This is an optimization exercise on Yosys and OpenROAD, whose aim is small area, a short achievable clock period and few clock cycles per item, not a production implementation.
At most, simulation tests tie the RTL to the original design; equivalence was not proved.
No activity file was given, so power comes from the tool's default toggle rates.

// restoring_divider
module restoring_divider #(
  parameter DIV_WIDTH = 16
) (
  input                      clk,
  input                      rst_n,
  input                      start,
  input                      sign,
  input      [DIV_WIDTH-1:0] in1,
  input      [DIV_WIDTH-1:0] in2,
  output     [DIV_WIDTH-1:0] q,
  output     [DIV_WIDTH-1:0] r,
  output reg                 ready
);
  reg  [15:0] d_reg;      
  reg         aneg, bneg;
  reg  [15:0] r_reg;      
  reg  [15:0] a_reg;      
  reg  [4:0]  cnt;        
  reg         run, fix;
  reg         f_reg;      
  wire qneg = aneg ^ bneg;
  wire [19:0] x4 = {r_reg, a_reg[15:12]};
  reg  [15:0] tmask;      
  integer j;
  always @(*) begin
    for (j = 0; j < 16; j = j + 1)
      tmask[j] = ~|(d_reg >> (j + 1));
  end
  wire hi_set  = |x4[19:16] | |(x4[15:0] & tmask);
  wire lo_ones = &(x4[15:0] | tmask);
  wire skip    = ~hi_set & ~lo_ones & ~cnt[4] & ~(cnt[3] & cnt[2] & (cnt[1] | cnt[0]));
  wire [16:0] x   = {r_reg, a_reg[15]};
  wire [17:0] z   = {1'b0, x} + {2'b11, ~d_reg} + {17'd0, ~bneg};
  wire        qb  = ~z[17];
  wire [4:0]  cnt_n = cnt + (skip ? 5'd4 : 5'd1);
  wire        z_ones = &z[16:0];
  wire        sp  = aneg & f_reg;
  always @(posedge clk) begin
    d_reg <= in2 ^ {16{sign & in2[15]}};
    aneg  <= sign & in1[15];
    bneg  <= sign & in2[15];
    if (!rst_n) begin
      ready <= 1'b1;
      run   <= 1'b0;
      fix   <= 1'b0;
    end else if (ready) begin
      if (start) begin
        ready <= 1'b0;
        run   <= 1'b1;
        cnt   <= 5'd0;
  ...
Size in the first run: ~470 cells after synthesis, ~59 flip-flops, ~69 I/O pins, roughly 0.0043 mm2 of cells after synthesis.
==> module restoring_divider, before the edit <==
module restoring_divider #(
  parameter DIV_WIDTH = 16
) (
  input                      clk,
  input                      rst_n,
  input                      start,
  input                      sign,
  input      [DIV_WIDTH-1:0] in1,
  input      [DIV_WIDTH-1:0] in2,
  output     [DIV_WIDTH-1:0] q,
  output     [DIV_WIDTH-1:0] r,
  output reg                 ready
);
  reg  [15:0] d_reg;      
  reg         aneg, bneg;
  reg  [15:0] r_reg;      
  reg  [15:0] a_reg;      
  reg  [4:0]  cnt;        
  reg         run, fix;
  reg         f_reg;      
  wire qneg = aneg ^ bneg;
  wire [19:0] x4 = {r_reg, a_reg[15:12]};
  reg  [15:0] tmask;      
  integer j;
  always @(*) begin
    for (j = 0; j < 16; j = j + 1)
      tmask[j] = ~|(d_reg >> (j + 1));
  end
  wire hi_set  = |x4[19:16] | |(x4[15:0] & tmask);
  wire lo_ones = &(x4[15:0] | tmask);
  wire skip    = ~hi_set & ~lo_ones & ~cnt[4] & ~(cnt[3] & cnt[2] & (cnt[1] | cnt[0]));
  wire [16:0] x   = {r_reg, a_reg[15]};
  wire [17:0] z   = {1'b0, x} + {2'b11, ~d_reg} + {17'd0, ~bneg};
  wire        qb  = ~z[17];
  wire [4:0]  cnt_n = cnt + (skip ? 5'd4 : 5'd1);
  wire        z_ones = &z[16:0];
  wire        sp  = aneg & f_reg;
  always @(posedge clk) begin
    d_reg <= in2 ^ {16{sign & in2[15]}};
    aneg  <= sign & in1[15];
    bneg  <= sign & in2[15];
    if (!rst_n) begin
      ready <= 1'b1;
      run   <= 1'b0;
      fix   <= 1'b0;
    end else if (ready) begin
      if (start) begin
        ready <= 1'b0;
        run   <= 1'b1;
        cnt   <= 5'd0;
        r_reg <= 16'd0;
        a_reg <= in1 ^ {16{sign & in1[15]}};
      end
    end else if (run) begin
      if (skip) begin
        r_reg <= x4[15:0];
        a_reg <= {a_reg[11:0], {4{qneg}}};
        f_reg <= 1'b0;
      end else begin
        r_reg <= qb ? z[15:0] : x[15:0];
        a_reg <= {a_reg[14:0], qb ^ qneg};
        f_reg <= z_ones | (f_reg & x[0]);
      end
      cnt <= cnt_n;
      if (cnt_n[4]) begin
        run   <= 1'b0;
        fix   <= aneg | bneg;
        ready <= ~(aneg | bneg);
      end
    end else if (fix) begin
      if (aneg) r_reg <= sp ? 16'd0 : ~r_reg;
      a_reg <= a_reg + {15'd0, sp ^ qneg};
      fix   <= 1'b0;
      ready <= 1'b1;
    end
  end
  assign q = a_reg;
  assign r = r_reg;
endmodule
==> flow/config.mk <==
export PLATFORM = sky130hd
export DESIGN_NAME = restoring_divider
export DESIGN_NICKNAME = restoring_divider
export VERILOG_FILES = /design/flow/design.v
export SDC_FILE = /design/flow/constraint.sdc
export NUM_CORES = 4
export LEC_CHECK = 0
export CAP_MARGIN = 20
export CORE_MARGIN = 2
export CORE_UTILIZATION = 40
export SLEW_MARGIN = 20
==> flow/constraint.sdc <==
create_clock -name core_clock -period 15.0 [get_ports {clk}]
set_input_delay 3.0000 -clock core_clock [delete_from_list [all_inputs] [get_ports {clk}]]
set_output_delay 3.0000 -clock core_clock [all_outputs]
set_load 0.01 [all_outputs]
standard.sh (not shown) runs the stock make flow with config.mk's settings and CLKGATE_MAP_FILE= SYNTH_SCRIPT=/design/flow/synth_recipe.tcl, a recipe that flattens the netlist after the stock synthesis.
==> flow/flow/run.sh <==
#!/bin/bash
# Standard ORFS layout (the standard.sh, standard synthesis), with two
# layout choices: plain buf_1 cells as the port buffers, and timing repair
# aiming for 10.7 ns of setup slack (a tighter target than the 15 ns clock
# needs). The SDC and clock period are unchanged. make's output goes to
# flow_make.log; each ORFS step keeps its own log under orfs/logs.
set -uo pipefail
bash standard.sh "BUFFER_PORTS_ARGS=-buffer_cell sky130_fd_sc_hd__buf_1" SETUP_SLACK_MARGIN=10.7  finish > flow_make.log 2>&1
Testbench counts at the start, summed over its fixed seeds: cycles 18,830, items 1,600.
Edit:
--- a/flow/design.v
+++ b/flow/design.v
@@ -54,65 +54,80 @@
   output reg                 ready
 );
   reg  [15:0] d_reg;      
   reg         aneg, bneg;
   reg  [15:0] r_reg;      
   reg  [15:0] a_reg;      
-  reg  [4:0]  cnt;        
-  reg         run, fix;
+  reg  [3:0]  cnt;        
+  reg         run, fix;   
   reg         f_reg;      
+  wire idle = ~run & ~fix;
   wire qneg = aneg ^ bneg;
-  wire [19:0] x4 = {r_reg, a_reg[15:12]};
+  wire [3:0] abits = a_reg[15:12] ^ {4{aneg}};    
+  wire [19:0] x4 = {r_reg, abits};
   reg  [15:0] tmask;      
   integer j;
   always @(*) begin
     for (j = 0; j < 16; j = j + 1)
       tmask[j] = ~|(d_reg >> (j + 1));
   end
   wire hi_set  = |x4[19:16] | |(x4[15:0] & tmask);
   wire lo_ones = &(x4[15:0] | tmask);
-  wire skip    = ~hi_set & ~lo_ones & ~cnt[4] & ~(cnt[3] & cnt[2] & (cnt[1] | cnt[0]));
-  wire [16:0] x   = {r_reg, a_reg[15]};
-  wire [17:0] z   = {1'b0, x} + {2'b11, ~d_reg} + {17'd0, ~bneg};
-  wire        qb  = ~z[17];
-  wire [4:0]  cnt_n = cnt + (skip ? 5'd4 : 5'd1);
-  wire        z_ones = &z[16:0];
+  wire cnt_le12 = ~(cnt[3] & cnt[2] & (cnt[1] | cnt[0]));
+  wire skip    = ~hi_set & ~lo_ones & cnt_le12;
+  wire [16:0] x1  = {r_reg, abits[3]};
+  wire [17:0] z1  = {1'b0, x1} + {2'b11, ~d_reg} + {17'd0, ~bneg};
+  wire        qb1 = ~z1[17];
+  wire        z1_ones = &z1[16:0];
+  wire [16:0] x2  = {r_reg[14:0], abits[3:2]};
+  wire [17:0] z2  = {1'b0, x2} + {2'b11, ~d_reg} + {17'd0, ~bneg};
+  wire        qb2 = ~z2[17];
+  wire        z2_ones = &z2[16:0];
+  wire        two = ~qb1 & (cnt != 4'd15);
+  wire        done = skip ? (cnt == 4'd12) : two ? (cnt == 4'd14) : (cnt == 4'd15);
   wire        sp  = aneg & f_reg;
+  wire        needfix = aneg | bneg;
   always @(posedge clk) begin
     d_reg <= in2 ^ {16{sign & in2[15]}};
     aneg  <= sign & in1[15];
     bneg  <= sign & in2[15];
     if (!rst_n) begin
       ready <= 1'b1;
       run   <= 1'b0;
       fix   <= 1'b0;
-    end else if (ready) begin
+    end else if (idle) begin
       if (start) begin
         ready <= 1'b0;
         run   <= 1'b1;
-        cnt   <= 5'd0;
+        cnt   <= 4'd0;
         r_reg <= 16'd0;
-        a_reg <= in1 ^ {16{sign & in1[15]}};
+        a_reg <= in1;
       end
     end else if (run) begin
       if (skip) begin
         r_reg <= x4[15:0];
         a_reg <= {a_reg[11:0], {4{qneg}}};
         f_reg <= 1'b0;
+        cnt   <= cnt + 4'd4;
+      end else if (two) begin
+        r_reg <= qb2 ? z2[15:0] : x2[15:0];
+        a_reg <= {a_reg[13:0], qneg, qb2 ^ qneg};
+        f_reg <= z2_ones | (z1_ones & x2[0]);
+        cnt   <= cnt + 4'd2;
       end else begin
-        r_reg <= qb ? z[15:0] : x[15:0];
-        a_reg <= {a_reg[14:0], qb ^ qneg};
-        f_reg <= z_ones | (f_reg & x[0]);
+        r_reg <= qb1 ? z1[15:0] : x1[15:0];
+        a_reg <= {a_reg[14:0], qb1 ^ qneg};
+        f_reg <= z1_ones | (f_reg & x1[0]);
+        cnt   <= cnt + 4'd1;
       end
-      cnt <= cnt_n;
-      if (cnt_n[4]) begin
+      if (done) begin
         run   <= 1'b0;
-        fix   <= aneg | bneg;
-        ready <= ~(aneg | bneg);
+        fix   <= needfix;
+        ready <= ~needfix;
       end
-    end else if (fix) begin
+    end else begin
       if (aneg) r_reg <= sp ? 16'd0 : ~r_reg;
       a_reg <= a_reg + {15'd0, sp ^ qneg};
       fix   <= 1'b0;
       ready <= 1'b1;
     end
   end
The changed run completed with no timing, DRC or antenna violations.
Wire length came out higher by 39%.
Combinational power came out higher by about 130%.
Core utilization stays flat.
Non-clock buffer count came out higher by 12.
Sequential power came out higher by about 6%.
Clock power came out higher by 72%.
No functional check of the RTL was part of the second run of this note.

[port drivers added, routing unchanged]
The flow's constraints put no driver on any port. The routed layouts listed below were extracted and timed again, unchanged, in two steps.
Step 1: set_driving_cell puts a clkbuf_16 on clk and a buf_2 on each other input, an assumption about the parent block.
Step 2 also shifts input and output timing later by t, the mid clock arrival at the registers, as if the neighbouring blocks saw the same clock.
a / b / c = ideal / step 1 / step 2; a / b = the first two.
| run | t, ns | slack for setup (ns) | hold slack, ns | worst setup path after step 2 | clock arrival spread, ns |
|---|---|---|---|---|---|
| the first run | 0.386 | 10.810 / 10.776 / 10.707 | 0.510 / 0.510 / 0.510 | input to register | 0.008 / 0.009 |
| the second run | 0.370 | 10.827 / 10.787 / 10.766 | 0.550 / 0.550 / 0.550 | input to register | 0.008 / 0.008 |
After both steps setup and hold are still met in every run listed. For the first run, which loses most, drivers alone change the setup slack by -0.034 ns; drivers and shift together by -0.103 ns.
